What follows belongs to an exercise in optimizing a design on an open flow for small area; a production flow would make more cautious choices.
For this run, only the layout was checked, not whether the RTL still works.
Power and IR drop assume default switching activity.

==> flow/design.v <==
module SimpleRegisterFile(
	idx_write, data_write,
	idx_read_1, data_read_1,
	idx_read_2, data_read_2,
	clk, reset,
	debug_out
);
input wire [4:0] idx_write;
input wire [31:0] data_write;
input wire [4:0] idx_read_1;
output wire [31:0] data_read_1;
input wire [4:0] idx_read_2;
output wire [31:0] data_read_2;
input wire clk;
input wire reset;
output wire [31:0] debug_out;
wire [31:0] regs[0:31];
assign regs[0] = 32'h0;
assign debug_out = regs[10];
assign data_read_1 = regs[idx_read_1];
assign data_read_2 = regs[idx_read_2];
genvar i;
generate
	for (i = 1; i < 32; i = i + 1) begin : g_reg
		reg [31:0] r;
		assign regs[i] = r;
		always @ (posedge clk or posedge reset) begin
			if (reset) begin
				r <= 0;
			end else begin
				if (idx_write == i) r <= data_write;
			end
		end
	end
endgenerate
endmodule
module MultiCycleCPU(
	input  wire        clk,
	input  wire        reset,
	output reg         base_ram_ce_n,
	output reg         base_ram_oe_n,
	output reg         base_ram_we_n,
	output reg  [3:0]  base_ram_be_n,
	output reg  [19:0] base_ram_addr,
	output reg  [31:0] base_ram_data_o,
	output reg         base_ram_data_oe,
	input  wire [31:0] base_ram_data_i,
	output reg         uart_rdn,
	output reg         uart_wrn,
	input  wire        uart_dataready,
	input  wire        uart_tbre,
	input  wire        uart_tsre,
	output reg         ext_ram_ce_n,
	output reg         ext_ram_oe_n,
	output reg         ext_ram_we_n,
	output reg  [3:0]  ext_ram_be_n,
	output reg  [19:0] ext_ram_addr,
	output reg  [31:0] ext_ram_data_o,
	output reg         ext_ram_data_oe,
	input  wire [31:0] ext_ram_data_i,
	output reg  [31:0] pc_out,
	output wire [31:0] addr_out
);
localparam [2:0] S_RESET = 3'd0, S_IF = 3'd1, S_ID = 3'd2, S_EXE = 3'd3, S_ERROR = 3'd4;
localparam [4:0]
	U_READ_RS1       = 5'd0,
	U_READ_RS1_RS2   = 5'd1,
	U_READ_PC_AS_RS1 = 5'd2,
	U_READ_NPC_AS_RD = 5'd3,
	U_ALU_ADD        = 5'd4,
	U_ALU_AND        = 5'd5,
	U_ALU_OR         = 5'd6,
	U_ALU_XOR        = 5'd7,
	U_ALU_EQ         = 5'd8,
	U_ALU_NE         = 5'd9,
	U_ALU_ADD_IMM    = 5'd10,
	U_ALU_AND_IMM    = 5'd11,
	U_ALU_OR_IMM     = 5'd12,
	U_ALU_SLL_IMM    = 5'd13,
	U_ALU_SRL_IMM    = 5'd14,
	U_LOAD_WORD      = 5'd15,
	U_LOAD_BYTE      = 5'd16,
	U_STORE_WORD     = 5'd17,
	U_STORE_BYTE     = 5'd18,
	U_WRITE_RD       = 5'd19,
	U_BRANCH_COND    = 5'd20,
	U_BRANCH_ALWAYS  = 5'd21,
	U_BRANCH_JALR    = 5'd22,
	U_READ_UART      = 5'd23,
	U_WRITE_UART     = 5'd24,
	U_NOP            = 5'd25,
	U_ERROR          = 5'd26;
localparam [1:0] SR_IDLE = 2'd0, SR_READ_REQUESTED = 2'd1, SR_WRITE_PREPARED = 2'd2, SR_WRITE_STARTED = 2'd3;
localparam SR_BASE_RAM = 1'b0, SR_EXT_RAM = 1'b1;
localparam [2:0] SRAM_DELAY_CYCLES = 3'd4;
localparam [3:0] UART_DELAY_CYCLES = 4'd10;
localparam [31:0] UART_ADDR_PREFIX = 32'h10000000;
localparam [31:0] UART_DATA_ADDR = 32'h10000000;
localparam [31:0] UART_STATUS_ADDR = 32'h10000005;
reg [2:0]  cpu_state;
reg [4:0]  uops0, uops1, uops2, uops3;
reg [31:0] pc;
reg [1:0]  sram_state;
reg [2:0]  cycles_remaining;
reg [3:0]  uart_cycles;
reg        is_reading, is_writing, has_tbre, has_tsre;
reg [4:0]  rs1, rs2;
reg [31:0] insn;
reg [31:0] orig_pc;
reg [4:0]  rd;
reg [31:0] imm;
reg [31:0] rs1_value;
reg [31:0] rs2_value;
reg [31:0] rd_value;
reg        sram_access;
reg [1:0]  sram_byte_index;
wire [4:0]  regs_idx_write = uops0 == U_WRITE_RD ? rd : 5'd0;
wire [31:0] regs_data_write = rd_value;
wire [31:0] regs_data_read_1;
wire [31:0] regs_data_read_2;
SimpleRegisterFile regs (
	.idx_write(regs_idx_write),
	.data_write(regs_data_write),
	.idx_read_1(rs1),
	.data_read_1(regs_data_read_1),
	.idx_read_2(rs2),
	.data_read_2(regs_data_read_2),
	.clk(clk),
	.reset(reset),
	.debug_out()
);
assign addr_out = { 16'h0, 3'h0, rs1, 3'h0, rs2 };
function is_uart_addr(input [31:0] addr);
	is_uart_addr = addr[31:3] == UART_ADDR_PREFIX[31:3];
endfunction
function is_base_ram_addr(input [31:0] addr);
	is_base_ram_addr = addr[31:24] == 8'h80 && addr[23:22] == 2'b00;
endfunction
function is_ext_ram_addr(input [31:0] addr);
	is_ext_ram_addr = addr[31:24] == 8'h80 && addr[23:22] == 2'b01;
endfunction
function [31:0] byte_signed(input [31:0] data, input [1:0] byte_index);
	case (byte_index)
		2'd0: byte_signed = { {24 {data[7]}}, data[7:0] };
		2'd1: byte_signed = { {24 {data[15]}}, data[15:8] };
		2'd2: byte_signed = { {24 {data[23]}}, data[23:16] };
		default: byte_signed = { {24 {data[31]}}, data[31:24] };
	endcase
endfunction
wire [6:0] funct7 = insn[31:25];
wire [2:0] funct3 = insn[14:12];
wire [6:0] opcode = insn[6:0];
wire [4:0] insn_rs1 = insn[19:15];
wire [4:0] insn_rs2 = insn[24:20];
wire [4:0] insn_rd = insn[11:7];
wire [4:0] insn_shamt32 = insn[24:20];
wire [11:0] imm_I = insn[31:20];
wire [11:0] imm_S = { insn[31:25], insn[11:7] };
wire [11:0] imm_B = { insn[31], insn[7], insn[30:25], insn[11:8] };
wire [19:0] imm_U = insn[31:12];
wire [19:0] imm_J = { insn[31], insn[19:12], insn[20], insn[30:21] };
wire [31:0] imm_I_sext = { {20 {imm_I[11]}}, imm_I };
wire [31:0] imm_S_sext = { {20 {imm_S[11]}}, imm_S };
wire [31:0] imm_B_sext = { {19 {imm_B[11]}}, imm_B, 1'b0 };
wire [31:0] imm_U_sext = { imm_U, 12'h0 };
wire [31:0] imm_J_sext = { {11 {imm_J[19]}}, imm_J, 1'b0 };
wire [31:0] mem_addr = rd_value;
wire [31:0] mem_data_to_write = rs2_value;
reg [2:0]  n_cpu_state;
reg [4:0]  n_uops0, n_uops1, n_uops2, n_uops3;
reg [31:0] n_pc;
reg [1:0]  n_sram_state;
reg [2:0]  n_cycles_remaining;
reg [3:0]  n_uart_cycles;
reg        n_is_reading, n_is_writing, n_has_tbre, n_has_tsre;
reg [4:0]  n_rs1, n_rs2;
reg [31:0] n_insn, n_orig_pc, n_imm, n_rs1_value, n_rs2_value, n_rd_value;
reg [4:0]  n_rd;
reg        n_sram_access;
reg [1:0]  n_sram_byte_index;
reg [31:0] n_pc_out;
reg        n_b_ce_n, n_b_oe_n, n_b_we_n, n_b_oe, n_u_rdn, n_u_wrn;
reg [3:0]  n_b_be_n;
reg [19:0] n_b_addr;
reg [31:0] n_b_data;
reg        n_e_ce_n, n_e_oe_n, n_e_we_n, n_e_oe;
reg [3:0]  n_e_be_n;
reg [19:0] n_e_addr;
reg [31:0] n_e_data;
always @(*) begin
	n_cpu_state = cpu_state;
	n_uops0 = uops0; n_uops1 = uops1; n_uops2 = uops2; n_uops3 = uops3;
	n_pc = pc;
	n_sram_state = sram_state;
	n_cycles_remaining = cycles_remaining;
	n_uart_cycles = uart_cycles;
	n_is_reading = is_reading; n_is_writing = is_writing;
	n_has_tbre = has_tbre; n_has_tsre = has_tsre;
	n_rs1 = rs1; n_rs2 = rs2; n_rd = rd;
	n_insn = insn; n_orig_pc = orig_pc; n_imm = imm;
	n_rs1_value = rs1_value; n_rs2_value = rs2_value; n_rd_value = rd_value;
	n_sram_access = sram_access; n_sram_byte_index = sram_byte_index;
	n_pc_out = pc_out;
	n_b_ce_n = base_ram_ce_n; n_b_oe_n = base_ram_oe_n; n_b_we_n = base_ram_we_n;
	n_b_be_n = base_ram_be_n; n_b_addr = base_ram_addr; n_b_data = base_ram_data_o;
	n_b_oe = base_ram_data_oe; n_u_rdn = uart_rdn; n_u_wrn = uart_wrn;
	n_e_ce_n = ext_ram_ce_n; n_e_oe_n = ext_ram_oe_n; n_e_we_n = ext_ram_we_n;
	n_e_be_n = ext_ram_be_n; n_e_addr = ext_ram_addr; n_e_data = ext_ram_data_o;
	n_e_oe = ext_ram_data_oe;
	case (cpu_state)
	S_IF: begin
		if (sram_state == SR_IDLE) begin
			n_pc_out = pc;
			if (is_base_ram_addr(pc) && pc[1:0] == 2'b00) begin
				n_b_addr = pc[21:2]; n_b_be_n = 4'b0000; n_b_ce_n = 1'b0; n_b_oe_n = 1'b0; n_b_oe = 1'b0;
				n_sram_state = SR_READ_REQUESTED;
				n_sram_access = SR_BASE_RAM;
				n_cycles_remaining = SRAM_DELAY_CYCLES;
			end else if (is_ext_ram_addr(pc) && pc[1:0] == 2'b00) begin
				n_e_addr = pc[21:2]; n_e_be_n = 4'b0000; n_e_ce_n = 1'b0; n_e_oe_n = 1'b0; n_e_oe = 1'b0;
				n_sram_state = SR_READ_REQUESTED;
				n_sram_access = SR_EXT_RAM;
				n_cycles_remaining = SRAM_DELAY_CYCLES;
			end else begin
				n_cpu_state = S_ERROR;
			end
		end else if (sram_state == SR_READ_REQUESTED) begin
			if (cycles_remaining == 3'd1) begin
				if (sram_access == SR_BASE_RAM) begin
					n_insn = base_ram_data_i; n_b_ce_n = 1'b1; n_b_oe_n = 1'b1;
				end else begin
					n_insn = ext_ram_data_i; n_e_ce_n = 1'b1; n_e_oe_n = 1'b1;
				end
				n_orig_pc = pc;
				n_pc = pc + 32'd4;
				n_sram_state = SR_IDLE;
				n_cpu_state = S_ID;
			end else begin
				n_cycles_remaining = cycles_remaining - 3'd1;
			end
		end else begin
			n_cpu_state = S_ERROR;
		end
	end
	S_ID: begin
		n_rs1 = insn_rs1;
		n_rs2 = insn_rs2;
		n_rd = insn_rd;
		n_cpu_state = S_EXE;
		n_uops0 = U_ERROR;
		if (opcode == 7'b0110011 && funct3 == 3'b000 && funct7 == 0) begin
			n_uops0 = U_READ_RS1_RS2; n_uops1 = U_ALU_ADD; n_uops2 = U_WRITE_RD; n_uops3 = U_NOP;
		end
		if (opcode == 7'b0010011 && funct3 == 3'b000) begin
			n_imm = imm_I_sext;
			n_uops0 = U_READ_RS1; n_uops1 = U_ALU_ADD_IMM; n_uops2 = U_WRITE_RD; n_uops3 = U_NOP;
		end
		if (opcode == 7'b0110011 && funct3 == 3'b111 && funct7 == 0) begin
			n_uops0 = U_READ_RS1_RS2; n_uops1 = U_ALU_AND; n_uops2 = U_WRITE_RD; n_uops3 = U_NOP;
		end
		if (opcode == 7'b0010011 && funct3 == 3'b111) begin
			n_imm = imm_I_sext;
			n_uops0 = U_READ_RS1; n_uops1 = U_ALU_AND_IMM; n_uops2 = U_WRITE_RD; n_uops3 = U_NOP;
		end
		if (opcode == 7'b0010111) begin
			n_imm = imm_U_sext;
			n_uops0 = U_READ_PC_AS_RS1; n_uops1 = U_ALU_ADD_IMM; n_uops2 = U_WRITE_RD; n_uops3 = U_NOP;
		end
		if (opcode == 7'b1100011 && funct3 == 3'b000) begin
			n_imm = imm_B_sext;
			n_uops0 = U_READ_RS1_RS2; n_uops1 = U_ALU_EQ; n_uops2 = U_BRANCH_COND; n_uops3 = U_NOP;
		end
		if (opcode == 7'b1100011 && funct3 == 3'b001) begin
			n_imm = imm_B_sext;
			n_uops0 = U_READ_RS1_RS2; n_uops1 = U_ALU_NE; n_uops2 = U_BRANCH_COND; n_uops3 = U_NOP;
		end
		if (opcode == 7'b1101111) begin
			n_imm = imm_J_sext;
			if (insn_rd == 0) begin
				n_uops0 = U_BRANCH_ALWAYS; n_uops1 = U_NOP; n_uops2 = U_NOP; n_uops3 = U_NOP;
			end else begin
				n_uops0 = U_READ_NPC_AS_RD; n_uops1 = U_WRITE_RD; n_uops2 = U_BRANCH_ALWAYS; n_uops3 = U_NOP;
			end
		end
		if (opcode == 7'b1100111 && funct3 == 3'b000) begin
			n_imm = imm_I_sext;
			if (insn_rd == 0) begin
				n_uops0 = U_READ_RS1; n_uops1 = U_BRANCH_JALR; n_uops2 = U_NOP; n_uops3 = U_NOP;
			end else begin
				n_uops0 = U_READ_RS1; n_uops1 = U_BRANCH_JALR; n_uops2 = U_READ_NPC_AS_RD; n_uops3 = U_WRITE_RD;
			end
		end
		if (opcode == 7'b0000011 && funct3 == 3'b000) begin
			n_imm = imm_I_sext;
			n_uops0 = U_READ_RS1; n_uops1 = U_ALU_ADD_IMM; n_uops2 = U_LOAD_BYTE; n_uops3 = U_WRITE_RD;
		end
		if (opcode == 7'b0110111) begin
			n_rd_value = imm_U_sext;
			n_uops0 = U_WRITE_RD; n_uops1 = U_NOP; n_uops2 = U_NOP; n_uops3 = U_NOP;
		end
		if (opcode == 7'b0000011 && funct3 == 3'b010) begin
			n_imm = imm_I_sext;
			n_uops0 = U_READ_RS1; n_uops1 = U_ALU_ADD_IMM; n_uops2 = U_LOAD_WORD; n_uops3 = U_WRITE_RD;
		end
		if (opcode == 7'b0110011 && funct3 == 3'b110 && funct7 == 0) begin
			n_uops0 = U_READ_RS1_RS2; n_uops1 = U_ALU_OR; n_uops2 = U_WRITE_RD; n_uops3 = U_NOP;
		end
		if (opcode == 7'b0010011 && funct3 == 3'b110) begin
			n_imm = imm_I_sext;
			n_uops0 = U_READ_RS1; n_uops1 = U_ALU_OR_IMM; n_uops2 = U_WRITE_RD; n_uops3 = U_NOP;
		end
		if (opcode == 7'b0100011 && funct3 == 3'b000) begin
			n_imm = imm_S_sext;
			n_uops0 = U_READ_RS1_RS2; n_uops1 = U_ALU_ADD_IMM; n_uops2 = U_STORE_BYTE; n_uops3 = U_NOP;
		end
		if (opcode == 7'b0010011 && funct3 == 3'b001 && funct7 == 0) begin
			n_imm = {27'h0, insn_shamt32};
			n_uops0 = U_READ_RS1; n_uops1 = U_ALU_SLL_IMM; n_uops2 = U_WRITE_RD; n_uops3 = U_NOP;
		end
		if (opcode == 7'b0010011 && funct3 == 3'b101 && funct7 == 0) begin
			n_imm = {27'h0, insn_shamt32};
			n_uops0 = U_READ_RS1; n_uops1 = U_ALU_SRL_IMM; n_uops2 = U_WRITE_RD; n_uops3 = U_NOP;
		end
		if (opcode == 7'b0100011 && funct3 == 3'b010) begin
			n_imm = imm_S_sext;
			n_uops0 = U_READ_RS1_RS2; n_uops1 = U_ALU_ADD_IMM; n_uops2 = U_STORE_WORD; n_uops3 = U_NOP;
		end
		if (opcode == 7'b0110011 && funct3 == 3'b100 && funct7 == 0) begin
			n_uops0 = U_READ_RS1_RS2; n_uops1 = U_ALU_XOR; n_uops2 = U_WRITE_RD; n_uops3 = U_NOP;
		end
	end
	S_EXE: begin
		n_uops0 = uops1; n_uops1 = uops2; n_uops2 = uops3; n_uops3 = U_NOP;
		case (uops0)
		U_READ_RS1: n_rs1_value = regs_data_read_1;
		U_READ_RS1_RS2: begin
			n_rs1_value = regs_data_read_1;
			n_rs2_value = regs_data_read_2;
		end
		U_READ_PC_AS_RS1: n_rs1_value = orig_pc;
		U_READ_NPC_AS_RD: n_rd_value = orig_pc + 32'd4;
		U_ALU_ADD: n_rd_value = rs1_value + rs2_value;
		U_ALU_AND: n_rd_value = rs1_value & rs2_value;
		U_ALU_OR:  n_rd_value = rs1_value | rs2_value;
		U_ALU_XOR: n_rd_value = rs1_value ^ rs2_value;
		U_ALU_EQ:  n_rd_value = {31'h0, rs1_value == rs2_value};
		U_ALU_NE:  n_rd_value = {31'h0, rs1_value != rs2_value};
		U_ALU_ADD_IMM: n_rd_value = rs1_value + imm;
		U_ALU_AND_IMM: n_rd_value = rs1_value & imm;
		U_ALU_OR_IMM:  n_rd_value = rs1_value | imm;
		U_ALU_SLL_IMM: n_rd_value = rs1_value << imm[4:0];
		U_ALU_SRL_IMM: n_rd_value = rs1_value >> imm[4:0];
		U_LOAD_WORD: begin
			if (sram_state == SR_IDLE) begin
				if (is_base_ram_addr(mem_addr) && mem_addr[1:0] == 2'b00) begin
					n_b_addr = mem_addr[21:2]; n_b_be_n = 4'b0000; n_b_ce_n = 1'b0; n_b_oe_n = 1'b0; n_b_oe = 1'b0;
					n_sram_state = SR_READ_REQUESTED;
					n_sram_access = SR_BASE_RAM;
					n_cycles_remaining = SRAM_DELAY_CYCLES;
					n_uops0 = uops0; n_uops1 = uops1; n_uops2 = uops2; n_uops3 = uops3;
				end else if (is_ext_ram_addr(mem_addr) && mem_addr[1:0] == 2'b00) begin
					n_e_addr = mem_addr[21:2]; n_e_be_n = 4'b0000; n_e_ce_n = 1'b0; n_e_oe_n = 1'b0; n_e_oe = 1'b0;
					n_sram_state = SR_READ_REQUESTED;
					n_sram_access = SR_EXT_RAM;
					n_cycles_remaining = SRAM_DELAY_CYCLES;
					n_uops0 = uops0; n_uops1 = uops1; n_uops2 = uops2; n_uops3 = uops3;
				end else begin
					n_cpu_state = S_ERROR;
				end
			end else if (sram_state == SR_READ_REQUESTED) begin
				if (cycles_remaining == 3'd1) begin
					if (sram_access == SR_BASE_RAM) begin
						n_rd_value = base_ram_data_i; n_b_ce_n = 1'b1; n_b_oe_n = 1'b1;
					end else begin
						n_rd_value = ext_ram_data_i; n_e_ce_n = 1'b1; n_e_oe_n = 1'b1;
					end
					n_sram_state = SR_IDLE;
				end else begin
					n_cycles_remaining = cycles_remaining - 3'd1;
					n_uops0 = uops0; n_uops1 = uops1; n_uops2 = uops2; n_uops3 = uops3;
				end
			end else begin
				n_cpu_state = S_ERROR;
			end
		end
		U_LOAD_BYTE: begin
			if (sram_state == SR_IDLE) begin
				if (is_base_ram_addr(mem_addr)) begin
					n_b_addr = mem_addr[21:2]; n_b_be_n = 4'b0000; n_b_ce_n = 1'b0; n_b_oe_n = 1'b0; n_b_oe = 1'b0;
					n_sram_state = SR_READ_REQUESTED;
					n_sram_access = SR_BASE_RAM;
					n_sram_byte_index = mem_addr[1:0];
					n_cycles_remaining = SRAM_DELAY_CYCLES;
					n_uops0 = uops0; n_uops1 = uops1; n_uops2 = uops2; n_uops3 = uops3;
				end else if (is_ext_ram_addr(mem_addr)) begin
					n_e_addr = mem_addr[21:2]; n_e_be_n = 4'b0000; n_e_ce_n = 1'b0; n_e_oe_n = 1'b0; n_e_oe = 1'b0;
					n_sram_state = SR_READ_REQUESTED;
					n_sram_access = SR_EXT_RAM;
					n_sram_byte_index = mem_addr[1:0];
					n_cycles_remaining = SRAM_DELAY_CYCLES;
					n_uops0 = uops0; n_uops1 = uops1; n_uops2 = uops2; n_uops3 = uops3;
				end else if (mem_addr == UART_DATA_ADDR) begin
					n_uops0 = U_READ_UART; n_uops1 = uops1; n_uops2 = uops2; n_uops3 = uops3;
				end else if (mem_addr == UART_STATUS_ADDR) begin
					n_rd_value = {26'h0, 1'b1, 4'h0, uart_dataready};   
				end else if (is_uart_addr(mem_addr)) begin
					n_rd_value = 32'h0;   
				end else begin
					n_cpu_state = S_ERROR;
				end
			end else if (sram_state == SR_READ_REQUESTED) begin
				if (cycles_remaining == 3'd1) begin
					if (sram_access == SR_BASE_RAM) begin
						n_rd_value = byte_signed(base_ram_data_i, sram_byte_index); n_b_ce_n = 1'b1; n_b_oe_n = 1'b1;
					end else begin
						n_rd_value = byte_signed(ext_ram_data_i, sram_byte_index); n_e_ce_n = 1'b1; n_e_oe_n = 1'b1;
					end
					n_sram_state = SR_IDLE;
				end else begin
					n_cycles_remaining = cycles_remaining - 3'd1;
					n_uops0 = uops0; n_uops1 = uops1; n_uops2 = uops2; n_uops3 = uops3;
				end
			end else begin
				n_cpu_state = S_ERROR;
			end
		end
		U_STORE_WORD, U_STORE_BYTE: begin
			if (sram_state == SR_IDLE) begin
				if (uops0 == U_STORE_WORD) begin
					if (is_base_ram_addr(mem_addr) && mem_addr[1:0] == 2'b00) begin
						n_b_addr = mem_addr[21:2]; n_b_be_n = 4'b0000; n_b_data = mem_data_to_write; n_b_oe = 1'b1;
						n_sram_state = SR_WRITE_PREPARED;
						n_sram_access = SR_BASE_RAM;
						n_uops0 = uops0; n_uops1 = uops1; n_uops2 = uops2; n_uops3 = uops3;
					end else if (is_ext_ram_addr(mem_addr) && mem_addr[1:0] == 2'b00) begin
						n_e_addr = mem_addr[21:2]; n_e_be_n = 4'b0000; n_e_data = mem_data_to_write; n_e_oe = 1'b1;
						n_sram_state = SR_WRITE_PREPARED;
						n_sram_access = SR_EXT_RAM;
						n_uops0 = uops0; n_uops1 = uops1; n_uops2 = uops2; n_uops3 = uops3;
					end else begin
						n_cpu_state = S_ERROR;
					end
				end else begin
					if (is_base_ram_addr(mem_addr)) begin
						n_b_addr = mem_addr[21:2];
						n_b_be_n = ~(4'b0001 << mem_addr[1:0]);
						n_b_data = {24'h0, mem_data_to_write[7:0]} << {mem_addr[1:0], 3'b000};
						n_b_oe = 1'b1;
						n_sram_state = SR_WRITE_PREPARED;
						n_sram_access = SR_BASE_RAM;
						n_uops0 = uops0; n_uops1 = uops1; n_uops2 = uops2; n_uops3 = uops3;
					end else if (is_ext_ram_addr(mem_addr)) begin
						n_e_addr = mem_addr[21:2];
						n_e_be_n = ~(4'b0001 << mem_addr[1:0]);
						n_e_data = {24'h0, mem_data_to_write[7:0]} << {mem_addr[1:0], 3'b000};
						n_e_oe = 1'b1;
						n_sram_state = SR_WRITE_PREPARED;
						n_sram_access = SR_EXT_RAM;
						n_uops0 = uops0; n_uops1 = uops1; n_uops2 = uops2; n_uops3 = uops3;
					end else if (mem_addr == UART_DATA_ADDR) begin
						n_uops0 = U_WRITE_UART; n_uops1 = uops1; n_uops2 = uops2; n_uops3 = uops3;
					end else if (is_uart_addr(mem_addr)) begin
					end else begin
						n_cpu_state = S_ERROR;
					end
				end
			end else if (sram_state == SR_WRITE_PREPARED) begin
				if (sram_access == SR_BASE_RAM) begin
					n_b_ce_n = 1'b0; n_b_we_n = 1'b0;
				end else begin
					n_e_ce_n = 1'b0; n_e_we_n = 1'b0;
				end
				n_sram_state = SR_WRITE_STARTED;
				n_cycles_remaining = SRAM_DELAY_CYCLES;
				n_uops0 = uops0; n_uops1 = uops1; n_uops2 = uops2; n_uops3 = uops3;
			end else if (sram_state == SR_WRITE_STARTED) begin
				if (cycles_remaining == 3'd1) begin
					if (sram_access == SR_BASE_RAM) begin
						n_b_ce_n = 1'b1; n_b_we_n = 1'b1;
					end else begin
						n_e_ce_n = 1'b1; n_e_we_n = 1'b1;
					end
					n_sram_state = SR_IDLE;
				end else begin
					n_cycles_remaining = cycles_remaining - 3'd1;
					n_uops0 = uops0; n_uops1 = uops1; n_uops2 = uops2; n_uops3 = uops3;
				end
			end else begin
				n_cpu_state = S_ERROR;
			end
		end
		U_WRITE_RD: begin
		end
		U_BRANCH_COND: if (rd_value[0]) n_pc = orig_pc + imm;
		U_BRANCH_ALWAYS: n_pc = orig_pc + imm;
		U_BRANCH_JALR: begin
			n_pc = rs1_value + imm;
			n_pc[0] = 1'b0;
		end
		U_READ_UART: begin
			if (uart_cycles == UART_DELAY_CYCLES) begin
				n_uart_cycles = 4'd1;
				if (is_reading) begin
					n_u_rdn = 1'b1;
					n_rd_value = { {24 {base_ram_data_i[7]}}, base_ram_data_i[7:0] };
					n_is_reading = 1'b0;
				end else begin
					if (!is_reading && uart_dataready) begin
						n_is_reading = 1'b1;
						n_u_rdn = 1'b0;
						n_b_oe = 1'b0;
					end
					n_uops0 = uops0; n_uops1 = uops1; n_uops2 = uops2; n_uops3 = uops3;
				end
			end else begin
				n_uart_cycles = uart_cycles + 4'd1;
				n_uops0 = uops0; n_uops1 = uops1; n_uops2 = uops2; n_uops3 = uops3;
			end
		end
		U_WRITE_UART: begin
			if (uart_cycles == UART_DELAY_CYCLES) begin
				n_uart_cycles = 4'd1;
				if (is_writing && has_tsre) begin
					n_is_writing = 1'b0;
					n_has_tbre = 1'b0;
					n_has_tsre = 1'b0;
				end else begin
					if (!is_writing) begin
						n_is_writing = 1'b1;
						n_u_wrn = 1'b0;
						n_b_data[7:0] = mem_data_to_write[7:0];
						n_b_oe = 1'b1;
					end else if (is_writing && !uart_wrn) begin
						n_u_wrn = 1'b1;
					end else if (is_writing && uart_wrn && !has_tbre && uart_tbre) begin
						n_has_tbre = 1'b1;
					end else if (is_writing && uart_wrn && has_tbre && !has_tsre && uart_tsre) begin
						n_has_tsre = 1'b1;
					end
					n_uops0 = uops0; n_uops1 = uops1; n_uops2 = uops2; n_uops3 = uops3;
				end
			end else begin
				n_uart_cycles = uart_cycles + 4'd1;
				n_uops0 = uops0; n_uops1 = uops1; n_uops2 = uops2; n_uops3 = uops3;
			end
		end
		U_NOP: n_cpu_state = S_IF;
		default: n_cpu_state = S_ERROR;
		endcase
	end
	S_RESET: begin
		n_pc_out = 32'h0;
		n_u_rdn = 1'b1; n_u_wrn = 1'b1;
		n_is_reading = 1'b0; n_is_writing = 1'b0; n_has_tbre = 1'b0; n_has_tsre = 1'b0;
		n_b_ce_n = 1'b1; n_b_oe_n = 1'b1; n_b_we_n = 1'b1; n_b_be_n = 4'b0000;
		n_e_ce_n = 1'b1; n_e_oe_n = 1'b1; n_e_we_n = 1'b1; n_e_be_n = 4'b0000;
		n_sram_state = SR_IDLE;
		n_cycles_remaining = 3'd1;
		n_uart_cycles = 4'd1;
		n_uops0 = U_NOP; n_uops1 = U_NOP; n_uops2 = U_NOP; n_uops3 = U_NOP;
		n_pc = 32'h80000000;
		n_cpu_state = S_IF;
	end
	default: n_cpu_state = S_ERROR;
	endcase
end
always @(posedge clk or posedge reset) begin
	if (reset) begin
		cpu_state <= S_IF;
		uops0 <= U_NOP; uops1 <= U_NOP; uops2 <= U_NOP; uops3 <= U_NOP;
		pc <= 32'h80000000;
		sram_state <= SR_IDLE;
		cycles_remaining <= 3'd1;
		uart_cycles <= 4'd1;
		is_reading <= 1'b0; is_writing <= 1'b0; has_tbre <= 1'b0; has_tsre <= 1'b0;
		rs1 <= 5'd0; rs2 <= 5'd0;
		pc_out <= 32'h0;
		base_ram_ce_n <= 1'b1; base_ram_oe_n <= 1'b1; base_ram_we_n <= 1'b1;
		base_ram_be_n <= 4'b0000; base_ram_data_oe <= 1'b0;
		uart_rdn <= 1'b1; uart_wrn <= 1'b1;
		ext_ram_ce_n <= 1'b1; ext_ram_oe_n <= 1'b1; ext_ram_we_n <= 1'b1;
		ext_ram_be_n <= 4'b0000; ext_ram_data_oe <= 1'b0;
	end else begin
		cpu_state <= n_cpu_state;
		uops0 <= n_uops0; uops1 <= n_uops1; uops2 <= n_uops2; uops3 <= n_uops3;
		pc <= n_pc;
		sram_state <= n_sram_state;
		cycles_remaining <= n_cycles_remaining;
		uart_cycles <= n_uart_cycles;
		is_reading <= n_is_reading; is_writing <= n_is_writing;
		has_tbre <= n_has_tbre; has_tsre <= n_has_tsre;
		rs1 <= n_rs1; rs2 <= n_rs2;
		pc_out <= n_pc_out;
		base_ram_ce_n <= n_b_ce_n; base_ram_oe_n <= n_b_oe_n; base_ram_we_n <= n_b_we_n;
		base_ram_be_n <= n_b_be_n; base_ram_data_oe <= n_b_oe;
		uart_rdn <= n_u_rdn; uart_wrn <= n_u_wrn;
		ext_ram_ce_n <= n_e_ce_n; ext_ram_oe_n <= n_e_oe_n; ext_ram_we_n <= n_e_we_n;
		ext_ram_be_n <= n_e_be_n; ext_ram_data_oe <= n_e_oe;
	end
end
always @(posedge clk) begin
	if (!reset) begin
		insn <= n_insn;
		orig_pc <= n_orig_pc;
		rd <= n_rd;
		imm <= n_imm;
		rs1_value <= n_rs1_value;
		rs2_value <= n_rs2_value;
		rd_value <= n_rd_value;
		sram_access <= n_sram_access;
		sram_byte_index <= n_sram_byte_index;
		base_ram_addr <= n_b_addr;
		base_ram_data_o <= n_b_data;
		ext_ram_addr <= n_e_addr;
		ext_ram_data_o <= n_e_data;
	end
end
endmodule
==> flow/run.sh <==
#!/bin/bash
# synth_recipe.tcl (not shown) runs the flow's synth.tcl, then flattens the netlist and writes it again
# the make line also repeats each setting of config.mk as NAME=value (left out here)
make -C /OpenROAD-flow-scripts/flow DESIGN_CONFIG=/design/flow/config.mk WORK_HOME=/design/flow/orfs CLKGATE_MAP_FILE= SYNTH_SCRIPT=/design/flow/synth_recipe.tcl finish
==> flow/config.mk <==
export PLATFORM = sky130hd
export DESIGN_NAME = MultiCycleCPU
export DESIGN_NICKNAME = MultiCycleCPU
export VERILOG_FILES = /design/flow/design.v
export SDC_FILE = /design/flow/constraint.sdc
export NUM_CORES = 4
export LEC_CHECK = 0
export CAP_MARGIN = 20
export CORE_MARGIN = 2
export CORE_UTILIZATION = 40
export SLEW_MARGIN = 20
==> flow/constraint.sdc <==
create_clock -name core_clock -period 10.0 [get_ports {clk}]
set_input_delay 2.0000 -clock core_clock [delete_from_list [all_inputs] [get_ports {clk}]]
set_output_delay 2.0000 -clock core_clock [all_outputs]
set_load 0.01 [all_outputs]
==> reports/results.tsv <==
metric	value	unit
Setup Skew	0.0763	ns
FMAX	213	MHz
worst-path fanout max	159	
Worst Path Required	10.86	ns
DR vias/cell	7.33	
Die Wd	451	µm
Tcrit/Tclk final	47.0	%
H-tree level count	4	
clock latency at the later pin of the worst-skew pair	0.87	ns
Die Y	451	µm
Syn-to-layout area delta	14.3	%
Mean Syn Cell Area	10.9	µm²
Worst setup EP type	asynchronous set/reset pin	
final period demand of the worst path	4.70	ns
Placed Cells	9853	
worst hold path depth	2	
FF+latch count, synth	1424	
Power Dens Cells	154	nW/µm²
first drt pass iteration count	8	
Total GRT Usage	39.6	%
vias in the first global route	70210	
Root Buffer	clkbuf_16	
die area	204000	µm²
share of cells above drive strength 1	24.3	%
setup violators final	0	
mapped cell area	80000	µm²
async set-or-reset flop fraction in the synthesized netlist	78.7	%
R2R depth	6	
post-route ant nets	0	
RSZ-0062 raised after global routing	false	
final core occ	45.9	%
Post-Synthesis Cells	7369	
grt total ovfl	0	
final setup TNS	0	ns
crit path kind	input pin to asynchronous set/reset pin	
Core Footprint	199000	µm²
I/O pin total	255	
largest net degree at the start of global routing	174	
Post-synth EDFFs	304	
global-route wire length before repair	569000	µm
CTS sink cnt	1424	
initial antenna violation count	29	
Hold Crit Endpoint	ext_ram_we_n	
mux contribution to synthesized area	17.2	%
Rel. slew slack	15.0	%
FF-to-FF End	regs.g_reg[23].r[22]	
post-synthesis simple-gate area fraction	10.4	%
crit path DAT	5.56	ns
Num CTS Buffers	158	
post_cts resized	0	
routability congestion estimate	1.07	
Adder-Cell Fraction of Synth Area	1.64	%
outcome	finished clean	
DP Wirelength	258000	µm
Initial Util	40.2	%
Worst Tran Pin Value	1.27	ns
post-route insts no fill	10176	
clk buf depth	3	
Setup crit start kind	input pin	
fill count	18336	
CTS tree	done	
I/O Buffers	232	
fin nets	7535	
# DRC	0	
Compound-Gate Fraction of Synth Area	19.6	%
Hold Vio Cnt, Final	0	
largest family of logic cells by synthesized area	compound AO/OA/AOI/OAI gates	
XOR/XNOR Fraction of Synth Area	1.09	%
RR Startpoint	uops0[4]	
Min Hold Slack	0.467	ns
Synth Warn #	2	
hold wc startpoint	ext_ram_we_n	
Primary FF master, synth	dfrtp_1	
Yosys cell types	107	
row cnt	164	
Seq/Total Area, Yosys	46.5	%
Initial DRC Count	14068	
WL/cell	41.1	µm
routed wire length	418000	µm
Max Cap Viol	0	
Worst Hold Class	flip-flop to flip-flop	
final slew viol count	0	
cts hold-fix bufs	0	
Static Leakage	0.0389	µW
clock slew at reported path FFs	0.06	ns
setup repair bufs after CTS	0	
reg2reg setup slack	5.30	ns
vias	74628	
peak supply drop	0.000193	V
## state kept, by name, indices dropped and copies added (netlist names), 20 cells and up
register	flops
regs.g.r	992
base_ram_data_o	32
ext_ram_data_o	32
imm	32
insn	32
orig_pc	32
pc	32
pc_out	32
rd_value	32
rs1_value	32
rs2_value	32
base_ram_addr	20
ext_ram_addr	20
## report_power, final
group	internal, µW	total, µW	switching, µW
clock	3590	6290	2700
sequential	6130	6400	276
combinational	428	1410	982
total	10100	14100	3960
## worst max-delay path: stages
cell and delay [ns]:
clkdlybuf4s50_1 0.64, clkinvlp_4 0.54, buf_12 0.50, buf_4 0.68, buf_12 0.67
## layer usage
layer | GRT usage [%] | part of all wire (%)
met5 | 1.38 | 0.10
met4 | 28.4 | 9.0
met3 | 14.9 | 14
met2 | 57.3 | 42
met1 | 48.3 | 35
## synth_stat cells (41+ instances only)
master       n  area [µm²]
nand3_1    243        1220
xor2_1      41         359
a221oi_1   258        2260
nand2_1    513        1930
a22oi_1    516        3870
buf_2       62         310
ha_1       100        1250
a31oi_1     86         538
or3_1       41         257
nand4_1    134         838
o21ai_0    300        1500
nor2_1     378        1420
clkbuf_1   474        1780
a22o_1     250        2190
a21o_1      50         375
buf_4       49         368
a21oi_1    238        1190
nor2b_1     41         257
edfxtp_1   304        9130
xnor2_1     59         517
mux2_2    1042       11700
mux2i_1     80         801
mux4_2      53        1190
inv_1       43         161
a222oi_1    75         751
buf_1       90         338
nor3_1     108         541
dfrtp_1   1096       27400
## kinds of logic (layout without fill, tap and decap cells)
family | Yosys count | after routing
AOI/OAI and AO/OA | 2138 | 2138
xor gates and xnor gates | 100 | 100
adders and majority gates | 103 | 103
buffers and inverters | 720 | 825
DFF | 1424 | 1424
muxes | 1175 | 1175
other | 1 | 47
and+or+nand+nor | 1708 | 1708
## cells in the final DEF, fill, tap and decap left out, drive strengths merged, types with 80 or more instances in the layout
cell type	n
a31oi	87
dfrtp	1096
nand3	244
mux2	1042
clkbuf	225
edfxtp	304
nand2	515
a221oi	261
nand4	134
a22o	250
a21oi	240
buf	257
a22oi	516
clkdlybuf4s50	232
nor3	111
nor2	379
o21ai	331
ha	100
mux2i	80
## how the worst max path moves through the flow
| stage | slack [ns] | endpoint | start | depth (start not counted) |
|---|---|---|---|---|
| 2_1_floorplan | -11.93 | rs1_value[0] | reset | 3 |
| 3_3_place_gp | 4.28 | regs.g_reg[21].r[24] | reset | 5 |
| 3_5_place_dp | 4.25 | regs.g_reg[20].r[24] | reset | 5 |
| 4_1_cts | 5.12 | regs.g_reg[8].r[24] | reset | 5 |
| 5_1_grt | 4.99 | regs.g_reg[28].r[30] | reset | 5 |
| 6_report | 5.30 | regs.g_reg[27].r[30] | reset | 5 |
## area by class of cell
type / instances / area (µm²) / area share [%]
multi-input combinational: 5246 / 40800 / 44.6
sequential: 1424 / 37200 / 40.7
clock buffer: 225 / 4570 / 5.00
timing repair buffer: 489 / 4400 / 4.82
tap: 2656 / 3320 / 3.63
clock inverter: 67 / 963 / 1.05
inverter: 44 / 169 / 0.185
antenna: 25 / 62.6 / 0.0684
## per-stage QoR
stage	power, µW	worst slack, ns	area, µm²
final	14100	5.30	91500
after global routing	14400	4.99	91400
after CTS	14000	5.12	91200
after detailed placement	7840	4.25	85700
after global placement	7810	4.28	85700
after floorplan	7210	-11.93	80100

## static timing again, ports no longer ideal
No port has a modelled driver above. Below, the same layout with a new extraction and two added sets of constraints.
Step 1: set_driving_cell puts a clkbuf_16 on clk and a buf_2 on each other input, an assumption about the parent block.
Step 2, shift: input delay + t, output delay - t, t = (earliest + latest rising clock arrival at the registers) / 2. This alone moves slack from input paths to output paths.
Three values: ideal ports, drivers, drivers and shift; two values: the first two.
shift t [ns]: 0.921
slack for setup (ns): 5.296 / 5.302 / 4.409
pins driven straight from the clock port: 1
After both steps setup and hold are still met in this run. For this run, drivers alone change the setup slack by +0.006 ns; drivers and shift together by -0.887 ns. Setup slack includes reset recovery checks.
